This is an optimization exercise on Yosys and OpenROAD, whose aim is small area, not a production implementation.
Function was checked by simulation only, so behaviour that the tests miss may differ from the original.
Power figures rest on the tool's default switching activity, not on a simulated workload.

v58:
==> flow/design.v <==
module testpattern
(
    input              I_pxl_clk   ,
    input              I_rst_n     ,
    input      [2:0]   I_mode      ,
    input      [7:0]   I_single_r  ,
    input      [7:0]   I_single_g  ,
    input      [7:0]   I_single_b  ,
    input      [11:0]  I_h_total   ,
    input      [11:0]  I_h_sync    ,
    input      [11:0]  I_h_bporch  ,
    input      [11:0]  I_h_res     ,
    input      [11:0]  I_v_total   ,
    input      [11:0]  I_v_sync    ,
    input      [11:0]  I_v_bporch  ,
    input      [11:0]  I_v_res     ,
    input              I_hs_pol    ,
    input              I_vs_pol    ,
    output reg         O_de        ,
    output reg         O_hs        ,
    output reg         O_vs        ,
    output     [7:0]   O_data_r    ,
    output     [7:0]   O_data_g    ,
    output     [7:0]   O_data_b
);
localparam SYNC = 2'd0, BP = 2'd1, ACT = 2'd2, FP = 2'd3;
reg  [11:0] L, S;
reg  [1:0]  hph;
wire        lend  = (L == 12'd1);
wire [11:0] S_inc = S + 1'b1;
wire [11:0] hlen  = hph[1] ? I_h_res : (hph[0] ? I_h_bporch : I_h_sync);
wire        send  = (S_inc == hlen);
wire        hbp0  = (I_h_bporch == 12'd0);
always @(posedge I_pxl_clk)
    if (!I_rst_n)  L <= 12'd4;
    else if (lend) L <= I_h_total;
    else           L <= L - 1'b1;
always @(posedge I_pxl_clk)
    S <= (lend | send) ? 12'd0 : S_inc;
always @(posedge I_pxl_clk)
    if (!I_rst_n)  hph <= FP;
    else if (lend) hph <= SYNC;
    else if (send)
        case (hph)
            SYNC:    hph <= hbp0 ? ACT : BP;
            BP:      hph <= ACT;
            default: hph <= FP;
        endcase
reg  [11:0] VL, VS;
reg  [1:0]  vph;
wire        fend  = (VL == 12'd1);
wire        vsend = (VS == 12'd1);
wire        vbp0  = (I_v_bporch == 12'd0);
wire        vnew  = lend & fend;
wire        vseg  = lend & vsend;
always @(posedge I_pxl_clk)
    if (!I_rst_n) VL <= 12'd1;
    else          VL <= vnew ? I_v_total : VL - lend;
always @(posedge I_pxl_clk)
    if (vnew)
        VS <= I_v_sync;
    else if (vseg & (vph == SYNC) & ~vbp0)
        VS <= I_v_bporch;
    else if (vseg & (vph != ACT))
        VS <= I_v_res;
    else
        VS <= VS - lend;
always @(posedge I_pxl_clk)
    if (!I_rst_n)  vph <= FP;
    else if (vnew) vph <= SYNC;
    else if (vseg)
        case (vph)
            SYNC:    vph <= vbp0 ? ACT : BP;
            BP:      vph <= ACT;
            default: vph <= FP;
        endcase
wire de  = (hph == ACT) & (vph == ACT);
wire hsn = (hph != SYNC);
wire vsn = (vph != SYNC);
reg        seen;             
reg  [8:0] d;
reg  [3:0] bar;
reg        k;
reg        sk;
wire [8:0] W    = I_h_res[11:3];
wire       W1   = (W == 9'd1);
wire       eqW  = (d == 9'd1);
wire       c_in = eqW & ~sk & ~(W1 & ~k & (bar != 4'd0));
wire       c0   = O_de ? (W1 ? k : eqW) : (~seen & W1);
always @(posedge I_pxl_clk)
    if (!I_rst_n) seen <= 1'b0;
    else if (de)  seen <= 1'b1;
always @(posedge I_pxl_clk) begin
    d   <= (de & ~eqW) ? d - 1'b1 : W;
    bar <= de ? bar + c_in : {3'd0, c0};
    k   <= de ? k : c0;
    sk  <= de ? (sk & ~eqW) : (c0 & ~W1);
end
wire        blk      = ~de | bar[3];
wire [23:0] color    = blk ? 24'd0 : {{8{~bar[0]}}, {8{~bar[2]}}, {8{~bar[1]}}};
wire        grid     = de & ((S[4:0] == 5'd0) | send | (VS[4:0] == I_v_res[4:0]) | vsend);
wire [7:0]  gray     = de ? S[7:0] : (seen ? I_h_res[7:0] : 8'd0);
wire [23:0] data_sel = (I_mode == 3'd0) ? color :
                       (I_mode == 3'd1) ? {16'd0, {8{grid}}} :
                       (I_mode == 3'd2) ? {gray, gray, gray} :
                       (I_mode == 3'd3) ? {I_single_b, I_single_g, I_single_r} :
                                          {8'hff, 16'd0};
reg [23:0] data;
always @(posedge I_pxl_clk or negedge I_rst_n)
    if (!I_rst_n) begin
        O_de <= 1'b0;
        O_hs <= 1'b1;
        O_vs <= 1'b1;
        data <= 24'd0;
    end else begin
        O_de <= de;
        O_hs <= I_hs_pol ? ~hsn : hsn;
        O_vs <= I_vs_pol ? ~vsn : vsn;
        data <= data_sel;
    end
assign O_data_r = data[ 7: 0];
assign O_data_g = data[15: 8];
assign O_data_b = data[23:16];
endmodule
Settings: LEC_CHECK=0, CAP_MARGIN=20, CORE_MARGIN=2, CORE_UTILIZATION=40, SLEW_MARGIN=20; clock period 6.7 ns.
standard.sh (not shown) runs the stock make flow with config.mk's settings and CLKGATE_MAP_FILE= SYNTH_SCRIPT=/design/flow/synth_recipe.tcl, a recipe that flattens the netlist after the stock synthesis.
==> flow/flow/run.sh <==
#!/bin/bash
# Own layout flow: the standard ORFS flow (standard.sh), with these changes:
#  - ABC maps the logic with an area-oriented script (flow/area.script)
#    instead of the delay-oriented one, and adders' carry chains are mapped
#    as ripple chains (flow/ripple_lcu.v) instead of Kogge-Stone trees.
#    Everything else in synthesis (synth_recipe.tcl: registers, flattening,
#    renaming) is unchanged.
#  - the input/output port buffers are sky130_fd_sc_hd__buf_1.
#  - clock tree synthesis uses CTS_ARGS below (no dummy loads).
set -euo pipefail
HERE=$(pwd)
CTS_ARGS_OWN="${CTS_ARGS_OWN:--sink_clustering_enable -repair_clock_nets -buf_list sky130_fd_sc_hd__clkbuf_16 -dont_use_dummy_load -sink_clustering_size 50 -sink_clustering_max_diameter 300}"
cat > "$HERE/own_synth.tcl" <<EOT
proc abc {args} {
  set i [lsearch \$args -script]
  if {\$i >= 0} { lset args [expr {\$i + 1}] $HERE/flow/area.script }
  yosys abc {*}\$args
}
source $HERE/synth_recipe.tcl
EOT
bash standard.sh SYNTH_SCRIPT="$HERE/own_synth.tcl" \
  SYNTH_OPERATIONS_ARGS="-extra-map $HERE/flow/ripple_lcu.v" \
  BUFFER_PORTS_ARGS="-buffer_cell sky130_fd_sc_hd__buf_1" \
  CTS_ARGS="$CTS_ARGS_OWN" finish > "$HERE/standard.log" 2>&1
==> flow/flow/area.script <==
&get -n
&st
&syn2
&dch -f
&nf -a
&put
topo
dnsize
==> flow/flow/ripple_lcu.v <==
(* techmap_celltype = "$lcu" *)
module _80_lcu_ripple (P, G, CI, CO);
	parameter WIDTH = 2;
	(* force_downto *)
	input [WIDTH-1:0] P, G;
	input CI;
	(* force_downto *)
	output [WIDTH-1:0] CO;
	genvar i;
	generate for (i = 0; i < WIDTH; i = i + 1) begin: g
		if (i == 0) begin: f
			assign CO[0] = G[0] | (P[0] & CI);
		end else begin: r
			assign CO[i] = G[i] | (P[i] & CO[i-1]);
		end
	end endgenerate
endmodule
Inputs modified between v58 and v12:
--- a/flow/flow/run.sh
+++ b/flow/flow/run.sh
@@ -4,3 +4,4 @@
 #    instead of the delay-oriented one, and adders' carry chains are mapped
-#    as ripple chains (flow/ripple_lcu.v) instead of Kogge-Stone trees.
+#    as ripple chains (flow/ripple_lcu.v) instead of Kogge-Stone trees, and
+#    adders are left to ABC (ADDER_MAP_FILE empty: no half/full-adder cells).
 #    Everything else in synthesis (synth_recipe.tcl: registers, flattening,
@@ -11,3 +12,3 @@
 HERE=$(pwd)
-CTS_ARGS_OWN="${CTS_ARGS_OWN:--sink_clustering_enable -repair_clock_nets -buf_list sky130_fd_sc_hd__clkbuf_16 -dont_use_dummy_load -sink_clustering_size 50 -sink_clustering_max_diameter 300}"
+CTS_ARGS_OWN="${CTS_ARGS_OWN:--sink_clustering_enable -repair_clock_nets -buf_list sky130_fd_sc_hd__clkbuf_8 -dont_use_dummy_load}"
 cat > "$HERE/own_synth.tcl" <<EOT
@@ -21,3 +22,3 @@
 bash standard.sh SYNTH_SCRIPT="$HERE/own_synth.tcl" \
-  SYNTH_OPERATIONS_ARGS="-extra-map $HERE/flow/ripple_lcu.v" \
+  SYNTH_OPERATIONS_ARGS="-extra-map $HERE/flow/ripple_lcu.v" ADDER_MAP_FILE= \
   BUFFER_PORTS_ARGS="-buffer_cell sky130_fd_sc_hd__buf_1" \
==> flow/flow/area.script <==
&get -n
&st
&deepsyn -T 60
&dch -f
&nf -a
&put
topo
dnsize
## What came out
A launching element of the worst setup path of S[0] is what v58 shows, while I_h_bporch[7] belongs to v12. Total power: v12 below v58. Against v58, v12 comes in 1.3 points higher on overall routing resource usage. Between v12 and v58, setup slack is higher for v12, v58 comes in under that. Against v58, v12 reports a setup clock skew after layout that is higher.
## Diff of input files: v42 against v12
==> flow/flow/area.script <==
&get -n
&st
&syn2
&dch -f
&nf -a
&put
topo
dnsize
==> results.txt <==
Relative to v12, the relative contribution of combinational cells to total power of v42 is higher by 4.1 points.
Run comparison: v42 highest-delay cell along the critical path sky130_fd_sc_hd__or2_0; v12 highest-delay cell along the critical path sky130_fd_sc_hd__or4_1
Per the comparison of v42 with v12, power after layout higher, core utilization went up by 0.26 points, count of port buffers added during placement was more or less identical.
The worst setup path startpoint comes out I_h_bporch[7] in one run and hph[1] in the other, namely in v12 and v42 respectively.
The higher arrival time at the worst endpoint came out of v42.
The total global-route track usage number comes out higher for v12 vs v42.
Looking only at sequential share of layout area, and setting everything else aside, the higher value of v42 and v12 goes to v12.
The following lists how v31 was set up differently from v42:
--- a/flow/flow/run.sh
+++ b/flow/flow/run.sh
@@ -4,4 +4,3 @@
 #    instead of the delay-oriented one, and adders' carry chains are mapped
-#    as ripple chains (flow/ripple_lcu.v) instead of Kogge-Stone trees, and
-#    adders are left to ABC (ADDER_MAP_FILE empty: no half/full-adder cells).
+#    as ripple chains (flow/ripple_lcu.v) instead of Kogge-Stone trees.
 #    Everything else in synthesis (synth_recipe.tcl: registers, flattening,
@@ -22,3 +21,3 @@
 bash standard.sh SYNTH_SCRIPT="$HERE/own_synth.tcl" \
-  SYNTH_OPERATIONS_ARGS="-extra-map $HERE/flow/ripple_lcu.v" ADDER_MAP_FILE= \
+  SYNTH_OPERATIONS_ARGS="-extra-map $HERE/flow/ripple_lcu.v" \
   BUFFER_PORTS_ARGS="-buffer_cell sky130_fd_sc_hd__buf_1" \
### Flow results
- | post-synthesis cell count | v31 vs v42 | 5.3% lower |
- Compared with v42, v31 shows a lower global-route track usage on met1.
- v31 vs. v42: detailed-router iteration count before antenna repair went up 1, number of design-rule violations left by the first detailed-router iteration went down 25%, routed wire length went down 1.6%, net switching power went down 1.5%, die footprint went up 3.4%.

## re-timing with driven ports
The results above use ideal ports. As a check the final layouts listed here were re-extracted and re-timed, cells and wires unchanged.
Step 1, drivers: a clkbuf_16 drives I_pxl_clk and a buf_2 each remaining input, both assumed.
Step 2 adds t to the input delays and takes it off the output delays; t is the mean of the earliest and latest rising clock arrival at the registers after step 1. Input paths then give back, and output paths get back, about the clock's delay inside the block.
a / b / c = no drivers / after step 1 / after step 2; a / b = the first two.
run | shift t [ns] | slack for setup (ns) | worst setup path at the end | latest minus earliest clock arrival (ns) | worst register clock-pin slew, ns
v58 | 0.373 | 2.601 / 2.601 / 2.601 | register to register | 0.013 / 0.013 | 0.06 / 0.06
v12 | 0.412 | 3.138 / 3.152 / 2.739 | input to register | 0.035 / 0.035 | 0.11 / 0.11
v42 | 0.383 | 2.735 / 2.735 / 2.621 | input to register | 0.032 / 0.032 | 0.10 / 0.10
v31 | 0.395 | 2.612 / 2.612 / 2.612 | register to register | 0.018 / 0.018 | 0.09 / 0.09
After both steps every run listed still meets setup and hold. For v12, which loses most, drivers alone change the setup slack by +0.014 ns; drivers and shift together by -0.399 ns.
